From an optimization exercise on the open Yosys and OpenROAD flow, aimed at small area, a short achievable clock period and few clock cycles; shortcuts taken in it are not production practice.
Function was checked by simulation only, so behaviour that the tests miss may differ from the original.
Power and IR drop assume default switching activity.

--- flow/design.v ---
package RISCV_PKG;
    parameter REG_COUNT = 32,
              REG_WIDTH = 32,
              ADDRESS_PORT_WIDTH = 5,
              WORD_LENGTH = 32;
endpackage
module ALU(input  logic [31:0] dataA, dataB,
           input  logic [2:0]  f3,
           input  logic        alt,           
           output logic [31:0] ALUOutput);
    logic [31:0] sr;
    assign sr = $signed({alt & dataA[31], dataA}) >>> dataB[4:0];
    always_comb begin
        case (f3)
            3'd0: ALUOutput = alt ? dataA - dataB : dataA + dataB;
            3'd1: ALUOutput = dataA << dataB[4:0];
            3'd2: ALUOutput = {31'b0, $signed(dataA) < $signed(dataB)};
            3'd3: ALUOutput = {31'b0, dataA < dataB};
            3'd4: ALUOutput = dataA ^ dataB;
            3'd5: ALUOutput = sr;
            3'd6: ALUOutput = dataA | dataB;
            default: ALUOutput = dataA & dataB;
        endcase
    end
endmodule
module RegisterFile (input  logic        CLK, Reset, RegWrite,
                     input  logic [4:0]  ReadReg1, ReadReg2, WriteAddress,
                     input  logic [31:0] WriteData,
                     output logic [31:0] ReadData1, ReadData2);
    logic [31:0] Registers [1:31];
    logic [31:1] Valid;
    logic [31:0] v;
    assign v = {Valid, 1'b0};
    always_ff @(posedge CLK)
        if (RegWrite && WriteAddress != 5'd0) Registers[WriteAddress] <= WriteData;
    always_ff @(posedge CLK or posedge Reset)
        if (Reset) Valid <= '0;
        else if (RegWrite && WriteAddress != 5'd0) Valid[WriteAddress] <= 1'b1;
    assign ReadData1 = (ReadReg1 == 5'd0) ? 32'd0 : (Registers[ReadReg1] & {32{v[ReadReg1]}});
    assign ReadData2 = (ReadReg2 == 5'd0) ? 32'd0 : (Registers[ReadReg2] & {32{v[ReadReg2]}});
endmodule
module MainDatapath(input  logic CLK, Reset,
                    output logic [31:0] imem_addr,
                    input  logic [31:0] imem_rdata,
                    output logic [31:0] dmem_addr,
                    output logic [31:0] dmem_wdata,
                    output logic [3:0]  dmem_wstrb,
                    input  logic [31:0] dmem_rdata);
    logic [31:0] pc, pc_next;
    assign imem_addr = pc;
    logic [31:0] ins, dpc;
    logic        dv;
    logic [31:0] m_res, m_sdata;
    logic [3:0]  m_wstrb;
    logic [4:0]  m_rd;
    logic        m_we, m_ld;
    logic [2:0]  m_f3;
    logic [4:0] opc;
    logic [2:0] f3;
    logic [4:0] rs1, rs2, rd;
    assign opc = ins[6:2];
    assign f3  = ins[14:12];
    assign rs1 = ins[19:15];
    assign rs2 = ins[24:20];
    assign rd  = ins[11:7];
    logic is_lui, is_auipc, is_jal, is_jalr, is_br, is_ld, is_st, is_opi, is_op;
    assign is_lui   = opc == 5'b01101;
    assign is_auipc = opc == 5'b00101;
    assign is_jal   = opc == 5'b11011;
    assign is_jalr  = opc == 5'b11001;
    assign is_br    = opc == 5'b11000;
    assign is_ld    = opc == 5'b00000;
    assign is_st    = opc == 5'b01000;
    assign is_opi   = opc == 5'b00100;
    assign is_op    = opc == 5'b01100;
    logic use1, use2, wr;
    assign use1 = is_jalr | is_br | is_ld | is_st | is_opi | is_op;
    assign use2 = is_br | is_st | is_op;
    assign wr   = is_lui | is_auipc | is_jal | is_jalr | is_ld | is_opi | is_op;
    logic [31:0] imm;
    always_comb begin
        if (is_st)                imm = {{20{ins[31]}}, ins[31:25], ins[11:7]};
        else if (is_br)           imm = {{19{ins[31]}}, ins[31], ins[7], ins[30:25], ins[11:8], 1'b0};
        else if (is_jal)          imm = {{11{ins[31]}}, ins[31], ins[19:12], ins[20], ins[30:21], 1'b0};
        else if (is_lui | is_auipc) imm = {ins[31:12], 12'b0};
        else                      imm = {{20{ins[31]}}, ins[31:20]};
    end
    logic [31:0] rf1, rf2, wb_data;
    logic        wb_we;
    RegisterFile RF(.CLK(CLK), .Reset(Reset), .RegWrite(wb_we),
                    .ReadReg1(rs1), .ReadReg2(rs2), .WriteAddress(m_rd),
                    .WriteData(wb_data), .ReadData1(rf1), .ReadData2(rf2));
    logic fw1, fw2;
    assign fw1 = m_we && !m_ld && (m_rd == rs1) && (rs1 != 5'd0);
    assign fw2 = m_we && !m_ld && (m_rd == rs2) && (rs2 != 5'd0);
    logic [31:0] a, b;
    assign a = fw1 ? m_res : rf1;
    assign b = fw2 ? m_res : rf2;
    logic stall;
    assign stall = dv && m_we && m_ld && (m_rd != 5'd0) &&
                   ((use1 && m_rd == rs1) || (use2 && m_rd == rs2));
    logic [31:0] opA, opB, alu;
    logic        alt;
    assign opA = (is_op | is_opi | is_ld | is_st) ? a : (is_lui ? 32'd0 : dpc);
    assign opB = is_op ? b : ((is_jal | is_jalr) ? 32'd4 : imm);
    assign alt = ins[30] & (is_op | (is_opi & f3 == 3'd5));
    ALU ALU(.dataA(opA), .dataB(opB), .f3((is_op | is_opi) ? f3 : 3'd0), .alt(alt), .ALUOutput(alu));
    logic eq, lt, ltu, cond;
    assign eq  = a == b;
    assign lt  = $signed(a) < $signed(b);
    assign ltu = a < b;
    always_comb begin
        case (f3)
            3'd0: cond = eq;
            3'd1: cond = !eq;
            3'd4: cond = lt;
            3'd5: cond = !lt;
            3'd6: cond = ltu;
            3'd7: cond = !ltu;
            default: cond = 1'b0;
        endcase
    end
    logic [31:0] tgt;
    assign tgt = (is_jalr ? a : dpc) + imm;
    logic redirect;
    assign redirect = dv && !stall && (is_jal || is_jalr || (is_br && cond));
    always_comb begin
        if (stall)         pc_next = pc;
        else if (redirect) pc_next = {tgt[31:1], 1'b0};
        else               pc_next = pc + 32'd4;
    end
    always_ff @(posedge CLK or posedge Reset)
        if (Reset) pc <= 32'd0;
        else       pc <= pc_next;
    always_ff @(posedge CLK or posedge Reset)
        if (Reset)       dv <= 1'b0;
        else if (!stall) dv <= !redirect;
    always_ff @(posedge CLK)
        if (!stall) begin
            ins <= imem_rdata;
            dpc <= pc;
        end
    logic [31:0] sdata;
    logic [3:0]  wstrb;
    always_comb begin
        case (f3[1:0])
            2'd0: begin sdata = {4{b[7:0]}};  wstrb = 4'b0001 << alu[1:0]; end
            2'd1: begin sdata = {2{b[15:0]}}; wstrb = alu[1] ? 4'b1100 : 4'b0011; end
            default: begin sdata = b;         wstrb = 4'b1111; end
        endcase
    end
    logic go;
    assign go = dv && !stall;
    always_ff @(posedge CLK or posedge Reset)
        if (Reset) begin
            m_we    <= 1'b0;
            m_wstrb <= 4'd0;
        end else begin
            m_we    <= go && wr && (rd != 5'd0);
            m_wstrb <= (go && is_st) ? wstrb : 4'd0;
        end
    always_ff @(posedge CLK) begin
        m_res   <= alu;
        m_sdata <= sdata;
        m_rd    <= rd;
        m_ld    <= is_ld;
        m_f3    <= f3;
    end
    assign dmem_addr  = m_res;
    assign dmem_wdata = m_sdata;
    assign dmem_wstrb = m_wstrb;
    logic [31:0] ldata;
    logic [7:0]  byte_;
    logic [15:0] half;
    assign half  = m_res[1] ? dmem_rdata[31:16] : dmem_rdata[15:0];
    assign byte_ = m_res[0] ? half[15:8] : half[7:0];
    always_comb begin
        case (m_f3[1:0])
            2'd0: ldata = {{24{byte_[7] & !m_f3[2]}}, byte_};
            2'd1: ldata = {{16{half[15] & !m_f3[2]}}, half};
            default: ldata = dmem_rdata;
        endcase
    end
    assign wb_data = m_ld ? ldata : m_res;
    assign wb_we   = m_we;
endmodule
--- flow/run.sh ---
#!/bin/bash
# synth_recipe.tcl (not shown) runs the flow's synth.tcl, then flattens the netlist and writes it again
# the make line also repeats each setting of config.mk as NAME=value (left out here)
make -C /OpenROAD-flow-scripts/flow DESIGN_CONFIG=/design/flow/config.mk WORK_HOME=/design/flow/orfs CLKGATE_MAP_FILE= SYNTH_SCRIPT=/design/flow/synth_recipe.tcl finish
--- flow/config.mk ---
export PLATFORM = sky130hd
export DESIGN_NAME = MainDatapath
export DESIGN_NICKNAME = MainDatapath
export VERILOG_FILES = /design/flow/design.v
export SDC_FILE = /design/flow/constraint.sdc
export NUM_CORES = 4
export LEC_CHECK = 0
export CAP_MARGIN = 20
export CORE_MARGIN = 2
export CORE_UTILIZATION = 40
export SLEW_MARGIN = 20
--- flow/constraint.sdc ---
create_clock -name core_clock -period 13.0 [get_ports {CLK}]
set_input_delay 2.6000 -clock core_clock [delete_from_list [all_inputs] [get_ports {CLK}]]
set_output_delay 2.6000 -clock core_clock [all_outputs]
set_load 0.01 [all_outputs]
==> impl_metrics.json <==
{
  "syn_inst": 4811,
  "clockRootBuffer": "clkbuf_16",
  "finalSetupViolCount": 0,
  "rsz0062_at_grt": "no",
  "worstPathArrival_ns": 9.18,
  "max_slew_margin_pct": 13.0,
  "dp_hpwl_mm": 164,
  "ant_nets": 0,
  "critPathKind": "reg -> reg",
  "async_flop_share_pct": 5.65,
  "cpMaxStageDelayCell": "buf_4",
  "avgSynthCellArea_sq_um": 14.0,
  "status": "complete, no violations",
  "h-tree-depth": 4,
  "yosys_most_used_dff": "edfxtp_1",
  "fp.dieW_um": 415,
  "worst_slew_pin_slew_ns": 1.29,
  "utilization_pct": 45.7,
  "grt_remaining_overflow": 0,
  "synthTopCellsByArea": "edfxtp_1 (47%), mux4_2 (20%), mux2i_1 (4.0%)",
  "post-route-drc-count": 0,
  "core-area_sq_um": 167000,
  "vias": 46676,
  "synth_area_sq_um": 67500,
  "io_buffers": 162,
  "drt_iter0_drc": 6250,
  "syn_nets": 5054,
  "die-area_sq_um": 172000,
  "path_max_fanout": 59,
  "worstPathRequired_ns": 13.65,
  "synth_top_area_share_pct": 46.8,
  "areaGrowthSynthToFinish_pct": 13.3,
  "viasPerCell": 6.42,
  "power_per_cell_area_nw_per_um2": 174,
  "ys_warn_count": 3,
  "drive_above_1_share_pct": 22.7,
  "drv_slew": 0,
  "synth-seq-cells": 1204,
  "numCtsBuffers": 137,
  "die_y_um": 415,
  "synth_cell_type_count": 94,
  "gp_congestion": 1.03,
  "hold_ws_ns": 0.475,
  "post-cts-setup-buffers": 0,
  "cp_slowest_stage_delay_ns": 0.76,
  "power.leakage_nw": 27.0,
  "fillers": 14733,
  "rows": 150,
  "clock_latency_ns": 0.79,
  "firstDrtPassIters": 5,
  "ir_drop_mv": 0.129,
  "start_util_pct": 40.3,
  "cts.repair.resized": 0,
  "yosysMostFrequentCell": "edfxtp_1",
  "yosysTopAreaCell": "edfxtp_1",
  "routed_wl_mm": 251,
  "grt_pass1_vias": 46229,
  "cts_tree": "yes",
  "hp-class": "reg -> reg",
  "finalCritPeriodShare_pct": 65.7,
  "timing.fmax_mhz": 117,
  "fin_setup_tns_ns": 0,
  "yosysSeqAreaShare_pct": 51.8,
  "period_minus_slack_ns": 8.54,
  "synth_commonest_cells": "edfxtp_1 (1053), mux4_2 (586), a21oi_1 (331)",
  "cap_viol_max_count": 0,
  "clk_pin_slew_ns": 0.06,
  "path_cells": "buf_4 > mux4_2 > mux4_2 > mux2i_1 > o32ai_1 > buf_4 > a22oi_2 > inv_1 > ha_1 > nor2b_1 > o21ai_0 > a21oi_1 > o311ai_0 > o21ai_0 > a21oi_1 > o211ai_1 > nand2_1 > o21ai_0 > a211oi_1 > a311oi_1 > xor2_1 > o221ai_1",
  "clock_skew_ns": 0.0345,
  "track_usage_pct": 28.7,
  "nNetsFinal": 5190,
  "io_pins": 166,
  "antenna_found_initial": 12,
  "synth_edf_count": 1053,
  "crit_top_cell": "o21ai_0",
  "cts_sinks": 1204,
  "endpoint_kind": "register",
  "finalHoldViolations": 0,
  "ctsHoldBuffers": 0,
  "grt_max_degree": 147,
  "start_kind": "register",
  "hold_start": "RF.Valid[31]",
  "clk_path_buf_depth": 3,
  "wl_per_cell_um": 34.5,
  "grt_pass1_wl_mm": 350
}
## placed cells by master (no fill, tap or decap), drive strengths merged, types with 11 or more instances in the layout
master            n
a211oi           39
a21o             59
a21oi           331
a221oi           22
a22oi            46
a31oi            31
and2             37
and3             16
buf             173
clkbuf          186
clkdlybuf4s50   162
clkinv           49
dfrtp            68
dfxtp            83
edfxtp         1053
ha              174
inv             206
mux2             50
mux2i           270
mux4            586
nand2           300
nand2b           21
nand3            68
nand4            25
nor2            299
nor2b            26
nor3             46
nor4             14
o211ai           24
o21a             16
o21ai           196
o21bai           38
o221ai           15
o22ai            54
o31ai            20
o32ai            34
or2              11
xnor2            48
xor2             23
## path summary, 6_finish.rpt
check / end / slack, ns / depth (start not counted)
worst max-delay path: m_res[31] / 4.46 / 22
worst min-delay path: RF.Valid[31] / 0.48 / 1
worst max register to register: m_res[31] / 4.46 / 22
worst min register to register: RF.Valid[31] / 0.48 / 1
max in group asynchronous: pc[10] / 9.64 / 3
min in group asynchronous: RF.Valid[5] / 2.24 / 2
## stage by stage
| step | cell area, sq um | instances | power, W | setup slack (ns) |
|---|---|---|---|---|
| floorplan | 67500 | 4811 | 0.00753 | 6.88 |
| global placement | 71900 | 7011 | 0.00931 | 4.75 |
| detailed placement | 71900 | 7012 | 0.00934 | 4.79 |
| CTS | 76400 | 7266 | 0.0132 | 4.75 |
| global route | 76500 | 7266 | 0.0137 | 4.19 |
| finish | 76500 | 7271 | 0.0133 | 4.46 |
## report_power, final
part	internal, W	leakage, nW	switching, W
Combinational	0.00146	13.7	0.00261
Clock	0.00226	2.19	0.00165
Sequential	0.00488	11.1	0.000420
## area by class of cell
class | instances | area [sq um] | area share [%]
inverters | 202 | 764 | 1.00
well taps | 2204 | 2760 | 3.61
multi-input cells | 3067 | 30400 | 39.8
repair buffers | 335 | 2980 | 3.89
diodes | 5 | 12.5 | 0.0164
clock buffers | 186 | 3830 | 5.01
flip-flops and latches | 1204 | 35000 | 45.8
clock inverters | 68 | 693 | 0.906
## worst max-delay path: cells and delay by family (launching register included)
kind	cells	cell delay, ns
AO/OA/AOI/OAI	12	4.17
XOR/XNOR	1	0.14
adder cells (fa/ha/maj)	1	0.37
buffers and inverters	3	1.18
flip-flops	1	0.75
multiplexers	3	1.46
AND/OR/NAND/NOR	2	0.25
## registers in the layout, summed over array words and instances, names as in the netlist, 5 cells and up, named ones only
name          count
RF.Registers    992
m_rd              5
ins              30
pc               31
RF.Valid         31
m_sdata          32
dpc              31
m_res            32
## routing by layer
| metal | global-route usage [%] | part of all wire, % | routed length [um] | vias up |
|---|---|---|---|---|
| met1 | 34.2 | 35 | 88800 | 23981 |
| li1 | - | - | - | 19463 |
| met2 | 47.0 | 48 | 120000 | 2530 |
| met3 | 5.84 | 8.6 | 21500 | 698 |
| met5 | 0 | 0.0080 | 20 | - |
| met4 | 19.4 | 8.0 | 20100 | 4 |
## kinds of logic (layout without fill, tap and decap cells)
logic type      Yosys count  after routing  synth area share (%)
other cells               1              6               0.00555
simple gates            892            892                  5.92
mux                     906            906                  24.4
buf+inv                 540            791                  3.63
xor+xnor                 71             71                 0.921
compound gates         1020           1020                  10.0
flops                  1204           1204                  51.8
fa+ha+maj               177            177                  3.31
Testbench counts, summed over its fixed seeds: cycles 166,588.

[static timing again, ports no longer ideal]
The flow's constraints put no driver on any port. The routed layout listed below was extracted and timed again, unchanged, in two steps.
Step 1 sets driving cells, clkbuf_16 on the clock port and buf_2 on the other inputs (assumed; they add their load-dependent delay and slew).
Step 2 adds t to the input delays and takes it off the output delays; t is the mean of the earliest and latest rising clock arrival at the registers after step 1. Input paths then give back, and output paths get back, about the clock's delay inside the block.
Slacks: ideal / step 1 / step 2; pairs: ideal / step 1.
t, ns: 0.850
slack for setup (ns): 4.464 / 4.464 / 4.464
latest minus earliest clock arrival (ns): 0.035 / 0.034
worst data-port slew with drivers (ns): 0.05
cell pins on the clock port's net: 1
After both steps this run still meets setup and hold. The setup slack of this run moves by 0.000 ns with the drivers and by 0.000 ns with both steps.
